This design comes from an exercise in tuning for small area on the open sky130 flow, not from production work. Only simulation tests tie the RTL to the original design; equivalence was not proved. In every run shown here, the design's own scripts or RTL, not TritonCTS, make the clock network. No driver is modelled on the clock port, so clock power and skew are understated where the tree is cut down; a real chip needs a root buffer or a tree. Power and IR drop assume default switching activity.

$ cat flow/config.mk
export PLATFORM = sky130hd
export DESIGN_NAME = sv_uart_engine
export DESIGN_NICKNAME = sv_uart_engine
export VERILOG_FILES = /design/flow/design.v
export SDC_FILE = /design/flow/constraint.sdc
export NUM_CORES = 4
export LEC_CHECK = 0
export CAP_MARGIN = 0
export CORE_MARGIN = 2
export CORE_UTILIZATION = 50
export PLACE_DENSITY = 0.65
export SLEW_MARGIN = 0
$ cat flow/constraint.sdc
create_clock -name core_clock -period 5.0 [get_ports {iclk}]
set_input_delay 1.0000 -clock core_clock [delete_from_list [all_inputs] [get_ports {iclk}]]
set_output_delay 1.0000 -clock core_clock [all_outputs]
set_load 0.01 [all_outputs]
$ cat flow/design.v
module sv_uart_rx
(
  input  logic        iclk          ,
  input  logic        irst          ,
  output logic  [7:0] m_axis_tdata  ,
  output logic        m_axis_tvalid ,
  input  logic        m_axis_tready ,
  input  logic [15:0] idivider      ,
  input  logic        irx
);
  logic  [2:0] metastab;
  logic  [4:0] frx;
  logic        true_rx;
  logic        dtrue_rx;
  logic        fall_rx;
  logic        ena;
  logic        eop;
  logic [15:0] ncnt;
  logic  [3:0] cnt_pack;
  logic  [7:0] freg;
  logic        quarter;
  logic [15:0] ncnt_inc;
  logic        clk_ena;
  always_ff @(posedge iclk) begin
    if (irst) begin
      metastab <= '0;
      frx      <= '0;
      true_rx  <= 1'b0;
      dtrue_rx <= 1'b0;
      fall_rx  <= 1'b0;
    end else begin
      metastab <= {metastab[1:0], irx};
      frx      <= {frx[3:0], metastab[2]};
      if (&frx)          true_rx <= 1'b1;
      else if (~|frx)    true_rx <= 1'b0;
      dtrue_rx <= true_rx;
      fall_rx  <= dtrue_rx & ~true_rx;
    end
  end
  assign quarter = (cnt_pack == 4'd0);
  logic [16:0] cy;
  assign cy[0] = ~quarter;
  assign cy[1] = ~quarter & ncnt[0];
  assign cy[2] = quarter | (ncnt[1] & ncnt[0]);
  for (genvar i = 2; i < 16; i++) begin : g_inc
    assign cy[i+1] = cy[i] & ncnt[i];
  end
  assign ncnt_inc = ncnt ^ cy[15:0];
  assign clk_ena  = ena && (&ncnt[15:3]) &&
                    (quarter ? !ncnt[2] : (ncnt[2:0] == 3'b110));
  always_ff @(posedge iclk) begin
    if (irst)          ena <= 1'b0;
    else if (fall_rx)  ena <= 1'b1;
    else if (eop)      ena <= 1'b0;
    if (clk_ena || !ena)  ncnt <= ~idivider;
    else                  ncnt <= ncnt_inc;
    if (!ena)          cnt_pack <= '0;
    else if (clk_ena)  cnt_pack <= cnt_pack + 4'd1;
    eop <= (cnt_pack == 4'd8) && clk_ena;
    if (clk_ena)  freg <= {true_rx, freg[7:1]};
    if (irst)  m_axis_tvalid <= 1'b0;
    else       m_axis_tvalid <= eop && ena && m_axis_tready;
  end
  assign m_axis_tdata = freg;
endmodule
module sv_uart_tx
(
  input  logic        iclk          ,
  input  logic        irst          ,
  input  logic [23:0] s_axis_tdata  ,
  input  logic        s_axis_tvalid ,
  output logic        s_axis_tready ,
  input  logic [15:0] idivider      ,
  output logic        otx
);
  localparam logic [3:0] P_STOP  = 4'd0;    
  localparam logic [3:0] P_IDLE  = 4'd1;    
  localparam logic [3:0] P_PRE0  = 4'd3;    
  localparam logic [3:0] P_PRE1  = 4'd4;    
  localparam logic [3:0] P_WAIT  = 4'd5;    
  localparam logic [3:0] P_SOP   = 4'd6;    
  localparam logic [3:0] P_START = 4'd7;    
  logic  [3:0] phase;
  logic  [1:0] byte_idx;
  logic [15:0] nbaud;
  logic [23:0] dat;      
  logic        timed;
  logic        bit_end;
  logic        dbit;
  logic [16:0] cy;         
  logic [15:0] nbaud_inc;
  assign cy[0] = 1'b1;
  for (genvar i = 0; i < 16; i++) begin : g_inc
    assign cy[i+1] = cy[i] & nbaud[i];
  end
  assign nbaud_inc = nbaud ^ cy[15:0];
  assign s_axis_tready = (phase == P_IDLE);
  assign timed   = (phase == P_STOP) || (phase[3:1] == 3'b011) || phase[3];
  assign bit_end = timed && cy[16];
  assign dbit    = dat[{byte_idx, phase[2:0]}];
  always_ff @(posedge iclk) begin
    if (timed && !bit_end)  nbaud <= nbaud_inc;
    else                    nbaud <= ~idivider;
    if (s_axis_tvalid && s_axis_tready)
      dat <= {s_axis_tdata[7:0], s_axis_tdata[15:8], s_axis_tdata[23:16]};
    if (s_axis_tvalid && s_axis_tready)  byte_idx <= 2'd0;
    else if (phase == P_STOP && bit_end) byte_idx <= byte_idx + 2'd1;
    if (irst)
      phase <= P_IDLE;
    else case (phase)
      P_IDLE  : if (s_axis_tvalid) phase <= P_PRE0;
      P_PRE0  : phase <= P_PRE1;
      P_PRE1  : phase <= P_WAIT;
      P_WAIT  : phase <= P_SOP;
      P_STOP  : if (bit_end) phase <= (byte_idx == 2'd2) ? P_IDLE : P_WAIT;
      default : if (bit_end) phase <= phase + 4'd1;    
    endcase
  end
  assign otx = !(phase == P_START || phase[3]) || (phase[3] && dbit);
endmodule
module sv_uart_engine
#(
  parameter int DATA_WIDTH = 24
)
(
  input  logic                  iclk          ,
  input  logic                  irst          ,
  output logic [DATA_WIDTH-1:0] m_axis_tdata  ,
  output logic                  m_axis_tvalid ,
  input  logic                  m_axis_tready ,
  input  logic [DATA_WIDTH-1:0] s_axis_tdata  ,
  input  logic                  s_axis_tvalid ,
  output logic                  s_axis_tready ,
  input  logic           [15:0] idivider      ,
  output logic                  otx           ,
  input  logic                  irx
);
  logic [7:0] rx_data;
  sv_uart_rx rx__ (
    .iclk          (iclk          ),
    .irst          (irst          ),
    .m_axis_tdata  (rx_data       ),
    .m_axis_tvalid (m_axis_tvalid ),
    .m_axis_tready (m_axis_tready ),
    .idivider      (idivider      ),
    .irx           (irx           )
  );
  assign m_axis_tdata = {{(DATA_WIDTH-8){1'b0}}, rx_data};
  sv_uart_tx tx__ (
    .iclk          (iclk          ),
    .irst          (irst          ),
    .s_axis_tdata  (s_axis_tdata  ),
    .s_axis_tvalid (s_axis_tvalid ),
    .s_axis_tready (s_axis_tready ),
    .idivider      (idivider      ),
    .otx           (otx           )
  );
endmodule
$ cat flow/flow/run.sh
#!/bin/bash
# The standard ORFS layout with these changes:
# - synthesis is synth_recipe.tcl unchanged except that ABC maps with
#   flow/abc_area.script (an area-oriented mapping) instead of ORFS's speed
#   script; registers are mapped before ABC, so they are the same as the
#   standard synthesis's;
# - logic cells start at their smallest drive strength (flow/downsize.tcl,
#   before floorplanning); the repair steps size up whatever needs it;
# - every port gets the smallest buffer, buf_1;
# - one tie cell drives all constant outputs;
# - instead of a clock tree, four clkbuf_8, each driving a quarter of the
#   registers grouped by position, hang directly off the clock port
#   (flow/clock_buffer.tcl, before CTS).
# make's output goes to make_synth.log and make_flow.log here; ORFS writes
# each step's log under orfs/logs.
set -euo pipefail
here=$(pwd)
{
  printf 'proc abc {args} {\n'
  printf '  set i [lsearch $args -script]\n'
  printf '  if {$i >= 0} { lset args [expr {$i + 1}] {%s} }\n' "$here/flow/abc_area.script"
  printf '  yosys abc {*}$args\n'
  printf '}\n'
  cat synth_recipe.tcl
} > area_synth.tcl
sed "s|SYNTH_SCRIPT=[^ ]*|SYNTH_SCRIPT=$here/area_synth.tcl|" standard.sh > area_standard.sh
grep -q "SYNTH_SCRIPT=$here/area_synth.tcl" area_standard.sh

export BUFFER_PORTS_ARGS="-buffer_cell sky130_fd_sc_hd__buf_1"

export PRE_FLOORPLAN_TCL="$here/flow/downsize.tcl"
export PRE_CTS_TCL="$here/flow/clock_buffer.tcl"
export SKIP_REPAIR_TIE_FANOUT=1

bash area_standard.sh synth > make_synth.log 2>&1
bash standard.sh > make_flow.log 2>&1
$ cat flow/flow/abc_area.script
strash
dch
amap
topo
$ cat flow/flow/clock_buffer.tcl
# Sourced before CTS, in place of the tree: the register clock pins are split
# into four groups by position (halves by x, then each half by y), and one
# clock buffer at each group's centre drives its group. The clock port drives
# only these four buffers. clock_tree_synthesis then has nothing to build.
set block [ord::get_db_block]
set db [ord::get_db]
set clknet [$block findNet iclk]
set master [$db findMaster sky130_fd_sc_hd__clkbuf_8]
set sinks {}
foreach it [$clknet getITerms] {
  if { ![$it isInputSignal] } { continue }
  set bb [[$it getInst] getBBox]
  lappend sinks [list $it [expr { ([$bb xMin] + [$bb xMax]) / 2 }] [expr { ([$bb yMin] + [$bb yMax]) / 2 }]]
}
proc halves { items key } {
  set s [lsort -integer -index $key $items]
  set h [expr { [llength $s] / 2 }]
  return [list [lrange $s 0 [expr { $h - 1 }]] [lrange $s $h end]]
}
set groups {}
foreach half [halves $sinks 1] {
  foreach q [halves $half 2] { lappend groups $q }
}
set g 0
foreach grp $groups {
  set buf [odb::dbInst_create $block $master clkbuf_leaf_${g}_iclk]
  set net [odb::dbNet_create $block clknet_leaf_${g}_iclk]
  $net setSigType CLOCK
  set sx 0; set sy 0
  foreach s $grp {
    lassign $s it x y
    set sx [expr { $sx + $x }]; set sy [expr { $sy + $y }]
    $it disconnect
    $it connect $net
  }
  [$buf findITerm A] connect $clknet
  [$buf findITerm X] connect $net
  set n [llength $grp]
  $buf setLocation [expr { $sx / $n }] [expr { $sy / $n }]
  $buf setPlacementStatus PLACED
  puts "clock_buffer: clkbuf_leaf_${g}_iclk drives $n clock pins"
  incr g
}
proc clock_tree_synthesis { args } { puts "clock_tree_synthesis skipped: the clock is buffered already" }
$ cat flow/flow/downsize.tcl
# Sourced before floorplanning: give every logic cell the smallest drive
# strength of its function. Registers keep their cells. Later repair steps
# size up whatever slew, capacitance or timing needs.
set db [ord::get_db]
set dont_use {}
if { [info exists ::env(DONT_USE_CELLS)] } { set dont_use $::env(DONT_USE_CELLS) }
proc ds_usable { name dont_use } {
  foreach pat $dont_use { if { [string match $pat $name] } { return 0 } }
  return 1
}
set n 0
foreach inst [[ord::get_db_block] getInsts] {
  set m [$inst getMaster]
  set name [$m getName]
  if { ![regexp {^(sky130_fd_sc_hd__[a-z0-9]+)_([0-9]+)$} $name -> base drv] } { continue }
  if { [regexp {__(df|edf|sdf|sedf|dl|conb|tap|fill|decap)} $base] } { continue }
  set best $m
  set best_area [expr { [$m getWidth] * [$m getHeight] }]
  foreach s {0 1 2 3 4 6 8 12 16} {
    set c [$db findMaster ${base}_$s]
    if { $c eq "NULL" || $c eq "" } { continue }
    if { ![ds_usable ${base}_$s $dont_use] } { continue }
    set a [expr { [$c getWidth] * [$c getHeight] }]
    if { $a < $best_area } { set best $c; set best_area $a }
  }
  if { $best ne $m } { $inst swapMaster $best; incr n }
}
puts "downsize: $n cells swapped to a smaller drive strength"
$ cat flow/standard.sh
#!/bin/bash
# synth_recipe.tcl (not shown) runs the flow's synth.tcl, then flattens the netlist and writes it again
# the make line also repeats each setting of config.mk as NAME=value (left out here)
make -C /OpenROAD-flow-scripts/flow DESIGN_CONFIG=/design/flow/config.mk WORK_HOME=/design/flow/orfs CLKGATE_MAP_FILE= SYNTH_SCRIPT=/design/flow/synth_recipe.tcl "${@:-finish}"
==> flow_summary.ini, run 1 <==
[hold_path]
worstHoldPathType = reg2reg
hp-start = rx__.frx[1]$_SDFF_PP0_

[layout]
final_cell_mix = 56 x dfxtp_1, 55 x buf_1, 38 x o21ai_0
layout-drive-gt1-share_pct = 2.156
nets = 453
antenna_cells = 0
final_common_cell = dfxtp_1

[clocking]
clk_pin_slew_ns = 0.12
clock_latency_ns = 0.17
postCtsSetupBuffers = 0
postCtsHoldBufs = 0
cts_resized = 0

[grt]
use_met1_pct = 20.85
top_usage_layer = met2
grt_pass1_vias = 2157
grt_first_pass_wirelength_um = 9515
met2_usage_pct = 25.76
overflow = 0
grt_antenna_before_repair = 0
grt_use_total_pct = 14.79
grt_max_degree = 32
grt_use_met3_pct = 1.414

[setup_path]
cp-start-kind = flip-flop
critPathMaxFanout = 8
crit_type = reg2reg
critPathArrivalTime_ns = 4.53
endpoint_kind = flip-flop
worstSetupStartpoint = tx__.nbaud[0]$_DFF_P_
required_ns = 5.07
r2r_start = tx__.nbaud[0]$_DFF_P_

[power]
combPwrFrac_pct = 25.3
power_density_mw_per_mm2 = 406.0
pwr-share-seq_pct = 59.6
p_clk_share_pct = 15.1
p_switching_w = 0.0004746
p_total_w = 0.001574
ir_drop_mv = 0.2125
swShare_pct = 30.14
p_int_w = 0.001100
p_leak_nw = 1.435

[floorplan]
core-area_mm2 = 0.006832
rows = 30
die_x_um = 88.04
die-height_um = 88.04
dieArea_mm2 = 0.007750
start_util_pct = 51.68
num_io_pins = 72

[timing]
fin_crit_sh_pct = 89.13
hold_viol = 0
drv_slew = 0
setup_tns_ns = 0
worst_pin_slew_ns = 0.7320
rsz0062_at_grt = false
fin_worst_skew_ns = 0.006674
finalSetupViolCount = 0
finalCriticalPeriod_ns = 4.457
relSlewSlack_pct = 50.68
max_freq_ghz = 0.2244

[detailed_routing]
vias_per_cell = 5.056
totalWireLength_um = 5595
wl_per_cell_um = 11.98
via_count = 2361
firstDrtPassIters = 4
drt_iter0_markers = 72
drc = 0
ant_nets = 0

[placed_design]
portBuffers = 55
dp_hpwl_um = 4147
place_congestion = 0.9502

[synth]
netlist_instances = 325
synth_fp_nets = 405
ys_warn_count = 2

[flow_run]
max_cap_viol_count = 0

[run_status]
status = finished clean
power groups by stage:
stage	Combinational, W	Clock [W]	Sequential (W)
floorplan	0.000300	0	0.000938
global route	0.000460	0.000275	0.000953
CTS	0.000400	0.000180	0.000957
finish	0.000398	0.000238	0.000939
detailed placement	0.000400	0	0.000957
global placement	0.000392	0	0.000955
routing by layer:
metal | vias up | share of wire [%]
li1 | 1248 | -
met1 | 1042 | 47
met2 | 65 | 46
met3 | 6 | 5.3
met4 | 0 | 1.3
met5 | - | 0
worst max-delay path, stage by stage (launching register included):
cell and delay (ns):
dfxtp_1 0.34, ha_1 0.19, ha_1 0.20, ha_1 0.21, ha_1 0.20, ha_1 0.20
ha_1 0.20, ha_1 0.19, ha_1 0.19, ha_1 0.19, ha_1 0.19, ha_1 0.19
ha_1 0.19, ha_1 0.20, ha_1 0.20, ha_1 0.22, nand2b_1 0.11, o21ai_0 0.09
o21ai_0 0.29, nor4_1 0.14, a2111oi_0 0.40
state kept, by name, indices dropped and copies added (netlist names):
register / flops
rx__.metastab: 3
rx__.freg: 8
tx__.byte_idx: 2
rx__.frx: 5
tx__.phase: 4
tx__.nbaud: 16
rx__.fall_rx: 1
tx__.dat: 24
rx__.ncnt: 16
rx__.dtrue_rx: 1
rx__.m_axis_tvalid: 1
rx__.cnt_pack: 4
rx__.eop: 1
rx__.true_rx: 1
rx__.ena: 1
metrics by stage:
stage | instances | instance area, um2 | util (%) | hold WS, ns | setup slack (ns)
after floorplan | 325 | 3531 | - | 0.4013 | 0.6772
after global placement | 463 | 3822 | 55.95 | 0.4249 | 0.6977
after detailed placement | 463 | 3822 | 55.95 | 0.4231 | 0.5763
after CTS | 467 | 3877 | 56.76 | 0.4268 | 0.5643
after global routing | 467 | 3877 | 56.76 | 0.4624 | 0.2628
final | 467 | 3877 | 56.76 | 0.4390 | 0.5434
final timing paths:
check,endpoint,slack (ns),depth (start not counted)
max,tx__.phase[3]$_SDFFE_PP0P_,0.54,20
min,rx__.frx[2]$_SDFF_PP0_,0.44,2
max reg2reg,tx__.phase[3]$_SDFFE_PP0P_,0.54,20
min reg2reg,rx__.frx[2]$_SDFF_PP0_,0.44,2
layout make-up:
type | count | area, um2
plain buffers | 4 | 55.05
fillers | 606 | 2954
inverters | 24 | 90.09
multi-input cells | 197 | 1301
flip-flops and latches | 88 | 2082
well taps | 96 | 120.1
repair buffers | 58 | 229.0
==> inputs of run 2 (changes only) <==
--- a/flow/flow/run.sh
+++ b/flow/flow/run.sh
@@ -2,5 +2,5 @@
 # The standard ORFS layout with these changes:
 # - synthesis is synth_recipe.tcl unchanged except that ABC maps with
-#   flow/abc_area.script (an area-oriented mapping) instead of ORFS's speed
+#   flow/abc_area.script (an area-oriented mapping, amap, run twice) instead of ORFS's speed
 #   script; registers are mapped before ABC, so they are the same as the
 #   standard synthesis's;
@@ -9,6 +9,6 @@
 # - every port gets the smallest buffer, buf_1;
 # - one tie cell drives all constant outputs;
-# - instead of a clock tree, four clkbuf_8, each driving a quarter of the
-#   registers grouped by position, hang directly off the clock port
+# - instead of a clock tree, four clock buffers, each driving a group of
+#   registers close together, hang directly off the clock port
 #   (flow/clock_buffer.tcl, before CTS).
 # make's output goes to make_synth.log and make_flow.log here; ORFS writes
==> flow/flow/abc_area.script (replaced) <==
strash
dch
amap
strash
dch
amap
topo
==> flow/flow/clock_buffer.tcl (replaced) <==
# Sourced before CTS, in place of the tree: the register clock pins are split
# into four groups by position: sorted by x, the first 40 pins are split by y
# into two groups of 20, the rest by y into 20 and the remainder. One clock
# buffer at each group's centre drives its group: clkbuf_8 for up to 20 pins,
# clkbuf_16 for more. The clock port drives only these four buffers.
# clock_tree_synthesis then has nothing to build.
set block [ord::get_db_block]
set db [ord::get_db]
set clknet [$block findNet iclk]
set sinks {}
foreach it [$clknet getITerms] {
  if { ![$it isInputSignal] } { continue }
  set bb [[$it getInst] getBBox]
  lappend sinks [list $it [expr { ([$bb xMin] + [$bb xMax]) / 2 }] [expr { ([$bb yMin] + [$bb yMax]) / 2 }]]
}
proc split_at { items key n } {
  set s [lsort -integer -index $key $items]
  return [list [lrange $s 0 [expr { $n - 1 }]] [lrange $s $n end]]
}
set groups {}
lassign [split_at $sinks 1 40] left right
foreach q [split_at $left 2 20] { lappend groups $q }
foreach q [split_at $right 2 20] { lappend groups $q }
set g 0
foreach grp $groups {
  if { [llength $grp] > 20 } {
    set master [$db findMaster sky130_fd_sc_hd__clkbuf_16]
  } else {
    set master [$db findMaster sky130_fd_sc_hd__clkbuf_8]
  }
  set buf [odb::dbInst_create $block $master clkbuf_leaf_${g}_iclk]
  set net [odb::dbNet_create $block clknet_leaf_${g}_iclk]
  $net setSigType CLOCK
  set sx 0; set sy 0
  foreach s $grp {
    lassign $s it x y
    set sx [expr { $sx + $x }]; set sy [expr { $sy + $y }]
    $it disconnect
    $it connect $net
  }
  [$buf findITerm A] connect $clknet
  [$buf findITerm X] connect $net
  set n [llength $grp]
  $buf setLocation [expr { $sx / $n }] [expr { $sy / $n }]
  $buf setPlacementStatus PLACED
  puts "clock_buffer: clkbuf_leaf_${g}_iclk ([$master getName]) drives $n clock pins"
  incr g
}
proc clock_tree_synthesis { args } { puts "clock_tree_synthesis skipped: the clock is buffered already" }
--- a/flow/config.mk
+++ b/flow/config.mk
@@ -8,5 +8,5 @@
 export CAP_MARGIN = 0
 export CORE_MARGIN = 2
-export CORE_UTILIZATION = 50
-export PLACE_DENSITY = 0.65
+export CORE_UTILIZATION = 65
+export PLACE_DENSITY = 0.75
 export SLEW_MARGIN = 0
==> run 2 against run 1 <==
Critical path depth unchanged. Synthesized cell count decreased by 1.5%. Via count increased by 0.64%. Register-to-register slack got worse by 0.05 ns. Power increased by 2.2%. Largest power group unchanged. Sequential share of layout area increased by 0.51 points. Clock power increased by 7%.
==> flow_summary.ini, run 2 <==
[timing]
fin_crit_sh_pct = 90.14
fin_worst_skew_ns = 0.01023
relSlewSlack_pct = 19.38
hold_viol = 0
finalSetupViolCount = 0
setup_tns_ns = 0
drv_slew = 0
rsz0062_at_grt = false
max_freq_ghz = 0.2219
finalCriticalPeriod_ns = 4.507
worst_pin_slew_ns = 1.204

[layout]
final_common_cell = dfxtp_1
multi_input_area_mm2 = 0.001320
nets = 448
fillers = 354
largest_reg_flops = 24
antenna_cells = 0
top_regs = tx__.dat (24), rx__.ncnt (16), tx__.nbaud (16)
layout-drive-gt1-share_pct = 2.459
final_area_mm2 = 0.003841
register_area_mm2 = 0.002082
regMostFlops = tx__.dat
final_cell_mix = 56 x dfxtp_1, 55 x buf_1, 41 x nor2_1

[setup_path]
critPathMaxStageDelay_ns = 0.46
r2r_cells = 20
worstPathCellList = ha_1 > ha_1 > ha_1 > ha_1 > ha_1 > ha_1 > ha_1 > ha_1 > ha_1 > ha_1 > ha_1 > ha_1 > ha_1 > ha_1 > ha_1 > nand2b_1 > o21ai_0 > o21ai_0 > nor4_1 > a2111oi_0
r2r_start = tx__.nbaud[0]$_DFF_P_
critPathArrivalTime_ns = 4.55
required_ns = 5.04
crit_type = reg2reg
cp_slowest_cell = a2111oi_0
ff2ff_setup_slack_ns = 0.49
critPathMaxFanout = 8
r2r_end = tx__.phase[3]$_SDFFE_PP0P_
endpoint_kind = flip-flop
critPathMostFrequentCell = ha_1
cp-start-kind = flip-flop

[grt]
grt_first_pass_wirelength_um = 9908
grt_pass1_vias = 2168
overflow = 0
grt_max_degree = 33
grt_antenna_before_repair = 0
grt_use_total_pct = 19.93

[floorplan]
die-height_um = 77.48
core-area_mm2 = 0.005172
num_io_pins = 72
die_x_um = 77.48
dieArea_mm2 = 0.006003
rows = 26
start_util_pct = 67.85

[detailed_routing]
vias_per_cell = 5.450
via_count = 2376
drc = 0
drt_iter0_markers = 138
totalWireLength_um = 5895
wl_per_cell_um = 13.52
firstDrtPassIters = 4
ant_nets = 0

[placed_design]
place_congestion = 0.8818
dp_hpwl_um = 4362
place_area_mm2 = 0.003775
portBuffers = 55

[clocking]
postCtsSetupBuffers = 0
postCtsHoldBufs = 0
cts_resized = 0
clk_pin_slew_ns = 0.11
clock_latency_ns = 0.17

[hold_path]
hold_path_depth = 2
whs_endpoint = rx__.frx[2]$_SDFF_PP0_
hp-start = rx__.frx[1]$_SDFF_PP0_
worstHoldPathType = reg2reg

[flow_run]
max_cap_viol_count = 0

[power]
ir_drop_mv = 0.2679
power_density_mw_per_mm2 = 418.7
p_total_w = 0.001608
p_leak_nw = 1.448

[synth]
synth_fp_nets = 400
ys_warn_count = 2
netlist_instances = 320

[run_status]
status = finished clean
[run 2: where the power goes]
part / internal, W / switching [W] / leakage (nW)
clock network: 0.0000930 / 0.000162 / 0.0339
logic: 0.000160 / 0.000266 / 0.654
registers: 0.000877 / 0.0000503 / 0.760
total: 0.00113 / 0.000478 / 1.45
[run 2: cell type report]
| cell class | instances | share of cell area (%) |
|---|---|---|
| Sequential cell | 88 | 54.20 |
| Multi-Input combinational cell | 201 | 34.36 |
| Timing Repair Buffer | 58 | 5.961 |
| Tap cell | 70 | 2.280 |
| Buffer | 4 | 1.726 |
| Inverter | 15 | 1.466 |
[run 2: how the worst max path moves through the flow]
stage                                     start                          to  depth (start not counted)  slack, ns
after floorplan           tx__.nbaud[0]$_DFF_P_       tx__.nbaud[0]$_DFF_P_                         17       0.68
after global placement    tx__.nbaud[0]$_DFF_P_  tx__.phase[3]$_SDFFE_PP0P_                         20       0.72
after detailed placement  tx__.nbaud[0]$_DFF_P_  tx__.phase[3]$_SDFFE_PP0P_                         20       0.50
after CTS                 tx__.nbaud[0]$_DFF_P_  tx__.phase[3]$_SDFFE_PP0P_                         20       0.48
after global routing      tx__.nbaud[0]$_DFF_P_  tx__.phase[3]$_SDFFE_PP0P_                         20       0.18
final                     tx__.nbaud[0]$_DFF_P_  tx__.phase[3]$_SDFFE_PP0P_                         20       0.49
[run 2: worst max-delay path: cells and delay by family, from the launching register on]
| kind | cells | cell delay, ns |
|---|---|---|
| adder cells (fa/ha/maj) | 15 | 2.99 |
| AND/OR/NAND/NOR | 2 | 0.22 |
| flip-flops | 1 | 0.33 |
| AO/OA/AOI/OAI | 3 | 0.84 |
[run 2: stage by stage]
| step | setup WS (ns) | cells | utilization, % | hold slack (ns) |
|---|---|---|---|---|
| floorplan | 0.6773 | 320 | - | 0.3973 |
| global placement | 0.7224 | 432 | 72.98 | 0.4047 |
| detailed placement | 0.4966 | 432 | 72.98 | 0.4187 |
| CTS | 0.4825 | 436 | 74.26 | 0.4193 |
| global route | 0.1802 | 436 | 74.26 | 0.4518 |
| finish | 0.4932 | 436 | 74.26 | 0.4317 |
[run 2: metal layers]
layer / vias up / track usage [%] / routed length, um / part of all wire (%)
met5: - / 0 / 0 / 0
met4: 0 / 3.393 / 99 / 1.7
met3: 8 / 1.395 / 267 / 4.5
met2: 48 / 32.35 / 2698 / 46
met1: 1072 / 30.20 / 2829 / 48
li1: 1248 / - / - / -

## static timing again, ports no longer ideal
The results above use ideal ports. As a check the final layouts listed here were re-extracted and re-timed, cells and wires unchanged. Step 1 assumes that a clkbuf_16 drives the clock port and a buf_2 every other input. Step 2 also shifts input and output timing later by t, the mid clock arrival at the registers, as if the neighbouring blocks saw the same clock. a / b / c = no drivers / after step 1 / after step 2; a / b = the first two.
| run | shift t [ns] | setup slack, ns | latest minus earliest clock arrival (ns) | slew at the worst register clock pin (ns) |
|---|---|---|---|---|
| run 1 | 0.233 | 0.543 / 0.543 / 0.543 | 0.006 / 0.007 | 0.12 / 0.12 |
| run 2 | 0.224 | 0.493 / 0.493 / 0.493 | 0.010 / 0.010 | 0.11 / 0.11 |
After both steps every run listed still meets setup and hold.
